Source: an optimization exercise on an open RTL-to-GDS flow (aim: small area). Production flows keep margins and buffers that such runs may drop. Only simulation tests tie the RTL to the original design; equivalence was not proved. Power and IR drop assume default switching activity.

==> flow/design.v (excerpt) <==
module top(input clk, por, reset, start_stop, mode, edit_shift, inc,
           output reg buzzer, output [0:6] seg, output [3:0] digit, output [4:0] mode_value);
reg [1:0] edit_place;
reg [5:0] seconds, minutes;
reg [4:0] hours;
reg [5:0] seconds_temp, minutes_temp;
reg [4:0] hours_temp;
reg [5:0] al_minutes;
reg [4:0] al_hours;
reg [4:0] day_temp;
reg [3:0] month_temp;
reg tm_state, tm_nstate;
reg sw_state, sw_nstate;
reg alarm_state, alarm_nstate;
reg [2:0] state;     
reg adv;             
reg moved;           
reg trigger;
reg [4:0] scount;    
reg [4:0] a_count;   
wire st0 = ~state[2] & ~state[1] & ~state[0];
wire st1 = ~state[1] & state[0];
wire st2 = state[1] & ~state[0];
wire st3 = state[1] & state[0];
wire st4 = state[2];
wire [2:0] state_nxt = state[2] ? 3'd0 : state + 3'd1;
assign mode_value = moved ? {st1, st2, st3, st4, st0} : {st0, st1, st2, st3, st4};
reg [4:0] c25;
reg half, sclk;
wire c25_end = c25[4] & c25[3];    
always @(posedge clk) begin
    if (por) begin
        c25 <= 0; half <= 0; sclk <= 0;
    end else if (c25_end) begin
        c25 <= 0;
        half <= ~half;
        if (half) sclk <= ~sclk;
    end else
        c25 <= c25 + 5'd1;
end
wire tick    = sclk & ~half & (c25 == 5'd0);    
wire tick_49 = sclk & half & c25_end;           
wire lt15 = scount < 5'd15;
wire s15  = scount == 5'd15;
wire s16  = scount == 5'd16;
wire gt15 = ~lt15 & ~s15;
wire ge15 = ~lt15;
wire [4:0] sc_inc = scount + {4'd0, ~(scount[4] & scount[3])};    
wire R = reset, M = mode, E = edit_shift, I = inc, S = start_stop;
wire al = alarm_state, tm = tm_state, sw = sw_state;
wire trig = trigger;
wire [1:0] ep = edit_place;
wire ep0 = ep == 2'd0, ep1 = ep == 2'd1;
wire c_AS  = st0 & ~M & al & S;
wire c_I   = st0 & ~M & ~(al & S) & I;
wire c_rel = st0 & ~M & ~(al & S) & ~I;
wire e_R   = st1 & R;
wire e_M   = st1 & ~R & M;
wire e_E   = st1 & ~R & ~M & E;
wire e_I   = st1 & ~R & ~M & ~E & I;
wire e_rel = st1 & ~R & ~M & ~E & ~I;
wire t0    = st2 & ~tm;
wire t_R   = t0 & R;
wire t_M   = t0 & ~R & M;
wire t_I   = t0 & ~R & ~M & I;
wire t_E   = t0 & ~R & ~M & ~I & E;
wire t_S   = t0 & ~R & ~M & ~I & ~E & S;
  ...
For scale: roughly 700 cells after synthesis, about 94 flip-flops, roughly 24 I/O pins.
==> flow/config.mk <==
export PLATFORM = sky130hd
export DESIGN_NAME = top
export DESIGN_NICKNAME = top
export VERILOG_FILES = /design/flow/design.v
export SDC_FILE = /design/flow/constraint.sdc
export NUM_CORES = 4
export LEC_CHECK = 0
export CAP_MARGIN = 20
export CORE_MARGIN = 2
export CORE_UTILIZATION = 40
export SLEW_MARGIN = 20
==> flow/constraint.sdc <==
create_clock -name core_clock -period 10.0 [get_ports {clk}]
set_input_delay 2.0000 -clock core_clock [delete_from_list [all_inputs] [get_ports {clk}]]
set_output_delay 2.0000 -clock core_clock [all_outputs]
set_load 0.01 [all_outputs]
standard.sh (not shown) runs the stock make flow with config.mk's settings and CLKGATE_MAP_FILE= SYNTH_SCRIPT=/design/flow/synth_recipe.tcl, a recipe that flattens the netlist after the stock synthesis.
==> flow/flow/run.sh <==
#!/bin/bash
# Own layout flow: the standard flow (standard.sh) with
#  - an area-oriented ABC mapping of the combinational logic in synthesis: flow/abc_area.script
#    is run with several random seeds for its &deepsyn steps and the smallest mapping is kept
#    (flow/abc_best.tcl); adders are left to ABC instead of ORFS's adder cell mapping. The Yosys
#    synthesis is otherwise the standard flow's (-nofsm -noshare, flatten, renames); registers are untouched,
#  - the smallest buffer cell for the port buffers,
#  - a clock tree without dummy loads, from smaller clock buffers (flow/cts_args).
# Every tool's output goes to the ORFS logs under orfs/logs/, make's output to flow.log.
set -euo pipefail
W=$(pwd)
CTS="-sink_clustering_enable -repair_clock_nets -dont_use_dummy_load $(cat flow/cts_args)"
mkdir -p abc
scripts=""
for s in 0 1 2 3 4 5 6 7; do
  sed "s/SEED2/$((s + 50))/; s/SEED/$s/" flow/abc_area.script > abc/abc_s$s.script
  scripts="$scripts $W/abc/abc_s$s.script"
done
{
  echo "set ::ABC_SCRIPTS [list$scripts]"
  cat flow/abc_best.tcl
  cat synth_recipe.tcl
} > my_synth.tcl
sed -e "s|SYNTH_SCRIPT=[^ ]*|SYNTH_SCRIPT=$W/my_synth.tcl|" \
    -e "s|\"\${@:-finish}\"|ADDER_MAP_FILE= \"BUFFER_PORTS_ARGS=-buffer_cell sky130_fd_sc_hd__buf_1\" \"CTS_ARGS=$CTS\" \"\${@:-finish}\"|" \
    standard.sh > my_standard.sh
bash my_standard.sh > flow.log 2>&1
==> flow/flow/abc_area.script <==
strash
balance -l
resub -K 6 -l
rewrite -l
resub -K 6 -N 2 -l
refactor -l
resub -K 8 -l
balance -l
resub -K 8 -N 2 -l
rewrite -l
resub -K 10 -l
rewrite -z -l
resub -K 10 -N 2 -l
balance -l
resub -K 12 -l
refactor -z -l
resub -K 12 -N 2 -l
rewrite -z -l
balance -l
dch -f
amap
strash
&get -n
&deepsyn -T 30 -S SEED
&put
dch -f
amap -F 4 -A 16
strash
&get -n
&deepsyn -T 30 -S SEED2
&put
dch -f
amap -F 4 -A 16
topo
==> flow/flow/abc_best.tcl <==
# Replaces the abc command of ORFS's synthesis: runs each ABC script in ABC_SCRIPTS on the same
# logic and keeps the mapping with the smallest cell area. Registers are not touched.
proc abc {args} {
  set i [lsearch $args -script]
  set best 1e18
  yosys design -save abc_pre
  foreach s $::ABC_SCRIPTS {
    yosys design -load abc_pre
    lset args [expr {$i + 1}] $s
    yosys abc {*}$args
    set st [tee -q -s result.string stat {*}$::lib_args]
    regexp {Chip area for module '\\top': ([0-9.]+)} $st -> a
    puts "abc script $s: area $a"
    if {$a < $best} {
      set best $a
      yosys design -save abc_best
    }
  }
  yosys design -load abc_best
  puts "abc: kept area $best"
}
==> flow/flow/cts_args <==
-buf_list sky130_fd_sc_hd__clkbuf_8 -sink_clustering_size 100 -sink_clustering_max_diameter 500
Next try:
--- a/flow/flow/run.sh
+++ b/flow/flow/run.sh
@@ -4 +4 @@
-#    is run with several random seeds for its &deepsyn steps and the smallest mapping is kept
+#    is run with several random seeds for its &deepsyn step and the smallest mapping is kept
@@ -15,2 +15,2 @@
-for s in 0 1 2 3 4 5 6 7; do
-  sed "s/SEED2/$((s + 50))/; s/SEED/$s/" flow/abc_area.script > abc/abc_s$s.script
+for s in 0 1 2 3 4 5 6 7 8 9 10 11; do
+  sed "s/SEED/$s/" flow/abc_area.script > abc/abc_s$s.script
--- a/flow/flow/abc_area.script
+++ b/flow/flow/abc_area.script
@@ -27,7 +27 @@
-amap -F 4 -A 16
-strash
-&get -n
-&deepsyn -T 30 -S SEED2
-&put
-dch -f
-amap -F 4 -A 16
+amap -F 2 -A 8
Result: The changed run passed the timing, design-rule and antenna checks. Area after synthesis climbs by about 1%. Cell count goes up by 1.2%. Non-clock buffer count does not change. Power came out lower by 0.55%. Routed wire length goes up by about 1.3%. Setup slack improves by 180 ps. Core utilization came out higher by 0.21 points. Hold slack improved by 35 ps. Combinational power goes down by 11%.
Next try:
==> flow/flow/run.sh (replaced) <==
#!/bin/bash
# Own layout flow: the standard flow (standard.sh) with
#  - an area-oriented ABC script for the combinational logic in synthesis, and adders left
#    to ABC instead of ORFS's adder cell mapping (same Yosys synthesis otherwise: -nofsm
#    -noshare, flatten, renames; registers untouched),
#  - the smallest buffer cell for the port buffers,
#  - a clock tree without dummy loads, from smaller clock buffers,
# Every tool's output goes to the ORFS logs under orfs/logs/, make's output to flow.log.
set -euo pipefail
W=$(pwd)
CTS="-sink_clustering_enable -repair_clock_nets -dont_use_dummy_load $(cat flow/cts_args)"
{
  printf 'proc abc {args} { set i [lsearch $args -script]; if {$i >= 0} { lset args [expr {$i+1}] %s }; yosys abc {*}$args }\n' "$W/flow/abc_area.script"
  cat synth_recipe.tcl
} > my_synth.tcl
sed -e "s|SYNTH_SCRIPT=[^ ]*|SYNTH_SCRIPT=$W/my_synth.tcl|" \
    -e "s|\"\${@:-finish}\"|ADDER_MAP_FILE= \"BUFFER_PORTS_ARGS=-buffer_cell sky130_fd_sc_hd__buf_1\" \"CTS_ARGS=$CTS\" \"\${@:-finish}\"|" \
    standard.sh > my_standard.sh
bash my_standard.sh > flow.log 2>&1
--- a/flow/flow/abc_area.script
+++ b/flow/flow/abc_area.script
@@ -24 +24 @@
-&deepsyn -T 30 -S SEED
+&deepsyn -T 30
==> flow/flow/cts_args (replaced) <==
-buf_list sky130_fd_sc_hd__clkbuf_8 -sink_clustering_size 40 -sink_clustering_max_diameter 500 -sink_buffer_max_cap_derate 1.0
removed: flow/flow/abc_best.tcl
=> The changed run went through all stages and came out clean. Via count increases by a few percent. Final area increases slightly. Routed wire length increases by a few percent. Worst hold slack degrades by 34 ps. Register-to-register slack degrades by 450 ps. Worst setup slack degrades by 380 ps. Area after synthesis increases slightly.
Next try:
--- a/flow/flow/run.sh
+++ b/flow/flow/run.sh
@@ -3,3 +3,4 @@
-#  - an area-oriented ABC script for the combinational logic in synthesis, and adders left
-#    to ABC instead of ORFS's adder cell mapping (same Yosys synthesis otherwise: -nofsm
-#    -noshare, flatten, renames; registers untouched),
+#  - an area-oriented ABC mapping of the combinational logic in synthesis: flow/abc_area.script
+#    is run with several random seeds for its &deepsyn steps and the smallest mapping is kept
+#    (flow/abc_best.tcl); adders are left to ABC instead of ORFS's adder cell mapping. The Yosys
+#    synthesis is otherwise the standard flow's (-nofsm -noshare, flatten, renames); registers are untouched,
@@ -7 +8 @@
-#  - a clock tree without dummy loads, from smaller clock buffers,
+#  - a clock tree without dummy loads, from smaller clock buffers (flow/cts_args).
@@ -11,0 +13,6 @@
+mkdir -p abc
+scripts=""
+for s in 0 1 2 3 4 5 6 7 8 9 10 11 12 13 14 15; do
+  sed "s/SEED2/$((s + 50))/; s/SEED/$s/" flow/abc_area.script > abc/abc_s$s.script
+  scripts="$scripts $W/abc/abc_s$s.script"
+done
@@ -13 +20,2 @@
-  printf 'proc abc {args} { set i [lsearch $args -script]; if {$i >= 0} { lset args [expr {$i+1}] %s }; yosys abc {*}$args }\n' "$W/flow/abc_area.script"
+  echo "set ::ABC_SCRIPTS [list$scripts]"
+  cat flow/abc_best.tcl
--- a/flow/flow/abc_area.script
+++ b/flow/flow/abc_area.script
@@ -24 +24 @@
-&deepsyn -T 30
+&deepsyn -T 30 -S SEED
@@ -27 +27,7 @@
-amap -F 2 -A 8
+amap -F 4 -A 16
+strash
+&get -n
+&deepsyn -T 30 -S SEED2
+&put
+dch -f
+amap -F 4 -A 16
==> flow/flow/abc_best.tcl (new file) <==
# Replaces the abc command of ORFS's synthesis: runs each ABC script in ABC_SCRIPTS on the same
# logic and keeps the mapping with the smallest cell area. Registers are not touched.
proc abc {args} {
  set i [lsearch $args -script]
  set best 1e18
  yosys design -save abc_pre
  foreach s $::ABC_SCRIPTS {
    yosys design -load abc_pre
    lset args [expr {$i + 1}] $s
    yosys abc {*}$args
    set st [tee -q -s result.string stat {*}$::lib_args]
    regexp {Chip area for module '\\top': ([0-9.]+)} $st -> a
    puts "abc script $s: area $a"
    if {$a < $best} {
      set best $a
      yosys design -save abc_best
    }
  }
  yosys design -load abc_best
  puts "abc: kept area $best"
}
==> flow/flow/cts_args (replaced) <==
-buf_list sky130_fd_sc_hd__clkbuf_8 -sink_clustering_size 100 -sink_clustering_max_diameter 500
Result: The new run finished clean. Wire length falls by 4.5%. First-iteration DRC count falls by 22%. Design area falls by 2.8%. Worst hold slack is about the same. Non-clock buffer count falls by 1. Utilization falls by 0.54 points. Via count falls by 6.0%. Power rises by 2.1%. Count of clock-buffer cells in the layout stays the same.
Next try:
==> flow/flow/run.sh (replaced) <==
#!/bin/bash
# Own layout flow: the standard flow (standard.sh) with
#  - an area-oriented ABC script for the combinational logic in synthesis, and adders left
#    to ABC instead of ORFS's adder cell mapping (same Yosys synthesis otherwise: -nofsm
#    -noshare, flatten, renames; registers untouched),
#  - the smallest buffer cell for the port buffers,
#  - a clock tree without dummy loads, from smaller clock buffers,
# Every tool's output goes to the ORFS logs under orfs/logs/, make's output to flow.log.
set -euo pipefail
W=$(pwd)
CTS="-sink_clustering_enable -repair_clock_nets -dont_use_dummy_load $(cat flow/cts_args)"
{
  printf 'proc abc {args} { set i [lsearch $args -script]; if {$i >= 0} { lset args [expr {$i+1}] %s }; yosys abc {*}$args }\n' "$W/flow/abc_area.script"
  cat synth_recipe.tcl
} > my_synth.tcl
sed -e "s|SYNTH_SCRIPT=[^ ]*|SYNTH_SCRIPT=$W/my_synth.tcl|" \
    -e "s|\"\${@:-finish}\"|ADDER_MAP_FILE= \"BUFFER_PORTS_ARGS=-buffer_cell sky130_fd_sc_hd__buf_1\" \"CTS_ARGS=$CTS\" \"\${@:-finish}\"|" \
    standard.sh > my_standard.sh
bash my_standard.sh > flow.log 2>&1
--- a/flow/flow/abc_area.script
+++ b/flow/flow/abc_area.script
@@ -24 +24 @@
-&deepsyn -T 30 -S SEED
+&deepsyn -T 30
@@ -27,7 +27 @@
-amap -F 4 -A 16
-strash
-&get -n
-&deepsyn -T 30 -S SEED2
-&put
-dch -f
-amap -F 4 -A 16
+amap -F 2 -A 8
==> flow/flow/cts_args (replaced) <==
-buf_list sky130_fd_sc_hd__clkbuf_16 -sink_clustering_size 100 -sink_clustering_max_diameter 500 -sink_buffer_max_cap_derate 1.0
removed: flow/flow/abc_best.tcl
Outcome: Die area goes up by a few percent; combinational power fell by a quarter to a third; via count went up by a few percent; global-route usage drops by 0.38 points; routed wire length went up by a few percent; power increases by roughly a tenth; design area climbs by a few percent.

==> re-timing with driven ports <==
The results above use ideal ports. As a check the final layouts listed here were re-extracted and re-timed, cells and wires unchanged. Step 1, drivers: a clkbuf_16 drives clk and a buf_2 each remaining input, both assumed. Step 2 times the ports against the registers' clock, not the clock port: input delays grow and output delays shrink by t, the midpoint of the rising clock arrivals with the driver on. Three values: no drivers, after step 1, after step 2; two values: the first two.
run	shift t [ns]	setup slack, ns	worst register clock-pin slew, ns	pins driven straight from the clock port
the first run	0.407	4.229 / 4.207 / 4.207	0.10 / 0.10	1
the second run	0.406	4.412 / 4.389 / 4.389	0.09 / 0.09	1
the third run	0.409	4.032 / 4.031 / 3.638	0.09 / 0.09	1
the fourth run	0.407	4.229 / 4.207 / 4.207	0.10 / 0.10	1
the fifth run	0.381	4.044 / 4.044 / 3.679	0.07 / 0.07	1
After both steps setup and hold are still met in every run listed. For the third run, which loses most, drivers alone change the setup slack by -0.001 ns; drivers and shift together by -0.394 ns.
